Source: an optimization exercise on an open RTL-to-GDS flow (aim: small area). Production flows keep margins and buffers that such runs may drop. In this exercise RTL edits were held to simulation tests only and were not proved equivalent to the original.

==> flow/design.v (excerpt) <==
module CORDIC_Top (
    input clk,
    input [31:0] target,
    output [31:0] cos_x
);
	wire s0 = target > 32'h3b58ce00;
	wire big = target > 32'hc90fdaa2;
	wire c0_1_e = target >= 32'h1bfd5800;
	wire c1_1_e = target <= 32'h6e5b96a2;
	wire c0_2_0 = target >= 32'h0c127ab0;
	wire c1_2_0 = target <= 32'h7e4673f2;
	wire c0_2_1 = target >= 32'h2be83550;
	wire c1_2_1 = target <= 32'h5e70b952;
	wire s1 = s0 ? (big | c1_1_e) : c0_1_e;
	wire s2 = s0 ? (big | (s1 ? c1_2_1 : c1_2_0)) : (s1 ? c0_2_1 : c0_2_0);
	wire [31:0] ea_a = target ^ {32{s0}};
	wire [31:0] ea_k = (s0 ? (s1 ? (s2 ? 32'h56736263 : 32'h666e1043) : (s2 ? 32'h76491d03 : 32'h8643cae3)) : (s1 ? (s2 ? 32'hcc1a73c0 : 32'hdc1521a0) : (s2 ? 32'hebf02e60 : 32'hfbeadc40)));
	wire eas_1 = ea_a[0] ^ ea_k[0] ^ 1'b0;
	wire eac_2 = (ea_a[0] & ea_k[0]) | (ea_a[0] & 1'b0) | (ea_k[0] & 1'b0);
	wire eas_3 = ea_a[1] ^ ea_k[1] ^ eac_2;
	wire eac_4 = (ea_a[1] & ea_k[1]) | (ea_a[1] & eac_2) | (ea_k[1] & eac_2);
	wire eas_5 = ea_a[2] ^ ea_k[2] ^ eac_4;
	wire eac_6 = (ea_a[2] & ea_k[2]) | (ea_a[2] & eac_4) | (ea_k[2] & eac_4);
	wire eas_7 = ea_a[3] ^ ea_k[3] ^ eac_6;
	wire eac_8 = (ea_a[3] & ea_k[3]) | (ea_a[3] & eac_6) | (ea_k[3] & eac_6);
	wire eas_9 = ea_a[4] ^ ea_k[4] ^ eac_8;
	wire eac_10 = (ea_a[4] & ea_k[4]) | (ea_a[4] & eac_8) | (ea_k[4] & eac_8);
	wire eaz_11 = ea_a[5] ^ ea_k[5];
	wire eak_12 = ea_a[5] & ea_k[5];
	wire eaz_13 = ea_a[6] ^ ea_k[6] ^ eak_12;
	wire eak_14 = (ea_a[6] & ea_k[6]) | (ea_a[6] & eak_12) | (ea_k[6] & eak_12);
	wire eaz_15 = ea_a[7] ^ ea_k[7] ^ eak_14;
	wire eak_16 = (ea_a[7] & ea_k[7]) | (ea_a[7] & eak_14) | (ea_k[7] & eak_14);
	wire eaz_17 = ea_a[8] ^ ea_k[8] ^ eak_16;
	wire eak_18 = (ea_a[8] & ea_k[8]) | (ea_a[8] & eak_16) | (ea_k[8] & eak_16);
	wire eaz_19 = ea_a[9] ^ ea_k[9] ^ eak_18;
	wire eak_20 = (ea_a[9] & ea_k[9]) | (ea_a[9] & eak_18) | (ea_k[9] & eak_18);
	wire eao_21 = eaz_11 ^ eac_10;
	wire eao_22 = eaz_13 ^ (eac_10 & eaz_11);
	wire eap_23 = eaz_11 & eaz_13;
	wire eao_24 = eaz_15 ^ (eac_10 & eap_23);
	wire eap_25 = eap_23 & eaz_15;
	wire eao_26 = eaz_17 ^ (eac_10 & eap_25);
	wire eap_27 = eap_25 & eaz_17;
  ...
Size: roughly 2600 cells after synthesis, ~25000 um^2 of cells after synthesis.
Settings: LEC_CHECK=0, CAP_MARGIN=10, CORE_MARGIN=2, CORE_UTILIZATION=40, CTS_BUF_LIST=sky130_fd_sc_hd__clkbuf_8, CTS_CLUSTER_DIAMETER=60, CTS_CLUSTER_SIZE=16, GPL_TIMING_DRIVEN=0, SLEW_MARGIN=10; clock period 10.0 ns.
run.sh (not shown) runs the stock make flow with config.mk's settings and CLKGATE_MAP_FILE= SYNTH_SCRIPT=/design/flow/synth_recipe.tcl, a recipe that flattens the netlist after the stock synthesis.
The baseline passed the timing, design-rule and antenna checks.
Rerun with:
Settings changed: CTS_BUF_LIST sky130_fd_sc_hd__clkbuf_8 to sky130_fd_sc_hd__clkbuf_4, CTS_CLUSTER_DIAMETER 60 to default, CTS_CLUSTER_SIZE 16 to default.
What happened:
- The new run passed the timing, design-rule and antenna checks
- synthesized area does not change
- synthesized cell count is unchanged
- hold slack gets worse by 15 ps
- fmax is lower slightly
- core utilization is higher by 0.30 points
- first-iteration DRC count rose slightly
- sequential share of layout area stays flat
- routed wire length went up slightly


## P
Another version of the RTL of CORDIC_Top (not shown whole).
Size: ~220 flip-flops, roughly 65 I/O pins, ~24000 um2 of cells after synthesis.
==> flow/design.v (excerpt) <==
module CORDIC_Top (
    input clk,
    input [31:0] target,
    output [31:0] cos_x
);
==> flow/config.mk <==
export PLATFORM = sky130hd
export DESIGN_NAME = CORDIC_Top
export DESIGN_NICKNAME = CORDIC_Top
export VERILOG_FILES = /design/flow/design.v
export SDC_FILE = /design/flow/constraint.sdc
export NUM_CORES = 4
export LEC_CHECK = 0
export CAP_MARGIN = 10
export CORE_MARGIN = 2
export CORE_UTILIZATION = 40
export CTS_BUF_LIST = sky130_fd_sc_hd__clkbuf_16
export CTS_CLUSTER_DIAMETER = 80
export CTS_CLUSTER_SIZE = 30
export GPL_TIMING_DRIVEN = 0
export SLEW_MARGIN = 10
==> flow/constraint.sdc <==
create_clock -name core_clock -period 10.0 [get_ports {clk}]
set_input_delay 2.0000 -clock core_clock [delete_from_list [all_inputs] [get_ports {clk}]]
set_output_delay 2.0000 -clock core_clock [all_outputs]
set_load 0.01 [all_outputs]
standard.sh (not shown) runs the stock make flow with config.mk's settings and CLKGATE_MAP_FILE= SYNTH_SCRIPT=/design/flow/synth_recipe.tcl, a recipe that flattens the netlist after the stock synthesis.
==> flow/flow/run.sh <==
#!/bin/bash
# The standard layout (standard.sh: standard synthesis and ORFS flow with
# config.mk's settings), with the port buffers made of the smallest buffer
# cell instead of the one buffer_ports picks by itself.  Every input and
# output port still gets its own buffer.
set -euo pipefail
export BUFFER_PORTS_ARGS="-buffer_cell sky130_fd_sc_hd__buf_1"
bash standard.sh > standard.log 2>&1
Looking at the reports, P completed the entire flow and the layout it produced met the timing, design-rule and antenna checks.
#### Input delta (Q over P)
==> flow/run.sh (new file) <==
#!/bin/bash
# synth_recipe.tcl (not shown) runs the flow's synth.tcl, then flattens the netlist and writes it again
# the make line also repeats each setting of config.mk as NAME=value (left out here)
make -C /OpenROAD-flow-scripts/flow DESIGN_CONFIG=/design/flow/config.mk WORK_HOME=/design/flow/orfs CLKGATE_MAP_FILE= SYNTH_SCRIPT=/design/flow/synth_recipe.tcl finish
removed: flow/flow/run.sh
removed: flow/standard.sh
### Flow results
Changes observed in Q relative to P: last weighted congestion value of the routability-driven placer -0.0048, detailed placer's ending HPWL +about 0.8%. Between P and Q, the clock-pin slew of the registers on the worst-case setup and hold paths figures differ only marginally. Number of max-capacitance violations reported: Q vs P identical. | cell area | Q vs P | worse |. Q vs P, fraction of area in registers went down by 0.21 points.
The inputs of R differ from those of Q as listed below.
==> flow/flow/run.sh (new file) <==
#!/bin/bash
# The standard layout (standard.sh: standard synthesis and ORFS flow with
# config.mk's settings), with these changes:
#  - the port buffers are made of the smallest buffer cell instead of the one
#    buffer_ports picks by itself (every input and output port still gets its
#    own buffer);
#  - clock tree synthesis adds no dummy loads (same arguments as ORFS builds
#    from config.mk, plus -dont_use_dummy_load).
set -euo pipefail
export BUFFER_PORTS_ARGS="-buffer_cell sky130_fd_sc_hd__buf_1"
export CTS_ARGS="-sink_clustering_enable -repair_clock_nets -sink_clustering_size 10 -sink_clustering_max_diameter 40 -buf_list sky130_fd_sc_hd__clkbuf_4 -dont_use_dummy_load"
bash standard.sh > standard.log 2>&1
==> flow/standard.sh (new file) <==
#!/bin/bash
# synth_recipe.tcl (not shown) runs the flow's synth.tcl, then flattens the netlist and writes it again
# the make line also repeats each setting of config.mk as NAME=value (left out here)
make -C /OpenROAD-flow-scripts/flow DESIGN_CONFIG=/design/flow/config.mk WORK_HOME=/design/flow/orfs CLKGATE_MAP_FILE= SYNTH_SCRIPT=/design/flow/synth_recipe.tcl "${@:-finish}"
-- flow/config.mk --
<<< Q, line 9
export CORE_MARGIN = 2
export CORE_UTILIZATION = 40
export CTS_BUF_LIST = sky130_fd_sc_hd__clkbuf_16
export CTS_CLUSTER_DIAMETER = 80
export CTS_CLUSTER_SIZE = 30
export GPL_TIMING_DRIVEN = 0
export SLEW_MARGIN = 10
>>> R, line 9
export CORE_MARGIN = 2
export CORE_UTILIZATION = 40
export CTS_BUF_LIST = sky130_fd_sc_hd__clkbuf_4
export CTS_CLUSTER_DIAMETER = 40
export CTS_CLUSTER_SIZE = 10
export GPL_TIMING_DRIVEN = 0
export SLEW_MARGIN = 10
removed: flow/run.sh
Notes after the runs:
- R vs Q — wire length dropped slightly
- Looking at number of fill cells in the layout, R sits 1.8% above Q.
- R gives less met1 wire length than Q did.
- R ends up with higher detailed route wirelength on metal2 than Q does.
- Q has higher final area than R.
- Taking Q as the reference point, the data required time at the worst endpoint of R rises by 2.57 ns.
- Area added between synthesis and finish was higher in the run labelled Q.
Edits applied to the flow inputs when going from R to S:
==> flow/flow/run.sh <==
#!/bin/bash
# The standard layout (standard.sh: standard synthesis and ORFS flow with
# config.mk's settings), with two changes:
#  - the port buffers are made of the smallest buffer cell instead of the one
#    buffer_ports picks by itself (every input and output port still gets its
#    own buffer);
#  - clock tree synthesis adds no dummy loads (same arguments as ORFS builds
#    from config.mk, plus -dont_use_dummy_load).
set -euo pipefail
export BUFFER_PORTS_ARGS="-buffer_cell sky130_fd_sc_hd__buf_1"
export CTS_ARGS="-sink_clustering_enable -repair_clock_nets -sink_clustering_size 30 -sink_clustering_max_diameter 80 -buf_list sky130_fd_sc_hd__clkbuf_16 -dont_use_dummy_load"
bash standard.sh > standard.log 2>&1
-- flow/config.mk --
<<< R, line 9
export CORE_MARGIN = 2
export CORE_UTILIZATION = 40
export CTS_BUF_LIST = sky130_fd_sc_hd__clkbuf_4
export CTS_CLUSTER_DIAMETER = 40
export CTS_CLUSTER_SIZE = 10
export GPL_TIMING_DRIVEN = 0
export SLEW_MARGIN = 10
>>> S, line 9
export CORE_MARGIN = 2
export CORE_UTILIZATION = 40
export CTS_BUF_LIST = sky130_fd_sc_hd__clkbuf_16
export CTS_CLUSTER_DIAMETER = 80
export CTS_CLUSTER_SIZE = 30
export GPL_TIMING_DRIVEN = 0
export SLEW_MARGIN = 10
Results
- Looking at post-route cell area across both flows, S is the weaker of the two, with R ahead.
- As far as via count is concerned, R and S perform about the same.
- [compare] base=R new=S: fraction of area in registers now sits at about the same level, fraction of the cycle the final worst path needs shrank by 0.33 points, global-route usage comparable.
- Delta (S minus R): amount of wire on met3 after detailed routing increased by 160 um relative to the old numbers; post-cts sizing count decreased 3; wire length barely changed.
- On clock slew seen by the registers of the worst setup and hold paths: S sits below R.

[static timing again, ports no longer ideal]
No port has a modelled driver above. Below, the same layouts with a new extraction and two added sets of constraints. Step 1: set_driving_cell puts a clkbuf_16 on clk and a buf_2 on each other input, an assumption about the parent block. Step 2, shift: input delay + t, output delay - t, t = (earliest + latest rising clock arrival at the registers) / 2. This alone moves slack from input paths to output paths. Three values: no drivers, after step 1, after step 2; two values: the first two.
run	t, ns	slack for setup (ns)	worst setup path at the end
the first run of note 1	0.603	0.485 / 0.436 / -0.058	input to register
the second run of note 1	0.780	0.447 / 0.393 / -0.160	input to register
P	0.564	0.445 / 0.445 / 0.065	input to register
Q	0.565	0.438 / 0.385 / 0.030	input to register
R	0.747	0.384 / 0.384 / -0.119	input to register
S	0.548	0.417 / 0.417 / 0.049	input to register
With both steps, setup timing fails in the first run of note 1, the second run of note 1 and R, where it was met with ideal ports. For the second run of note 1, which loses most, drivers alone change the setup slack by -0.054 ns; drivers and shift together by -0.607 ns.
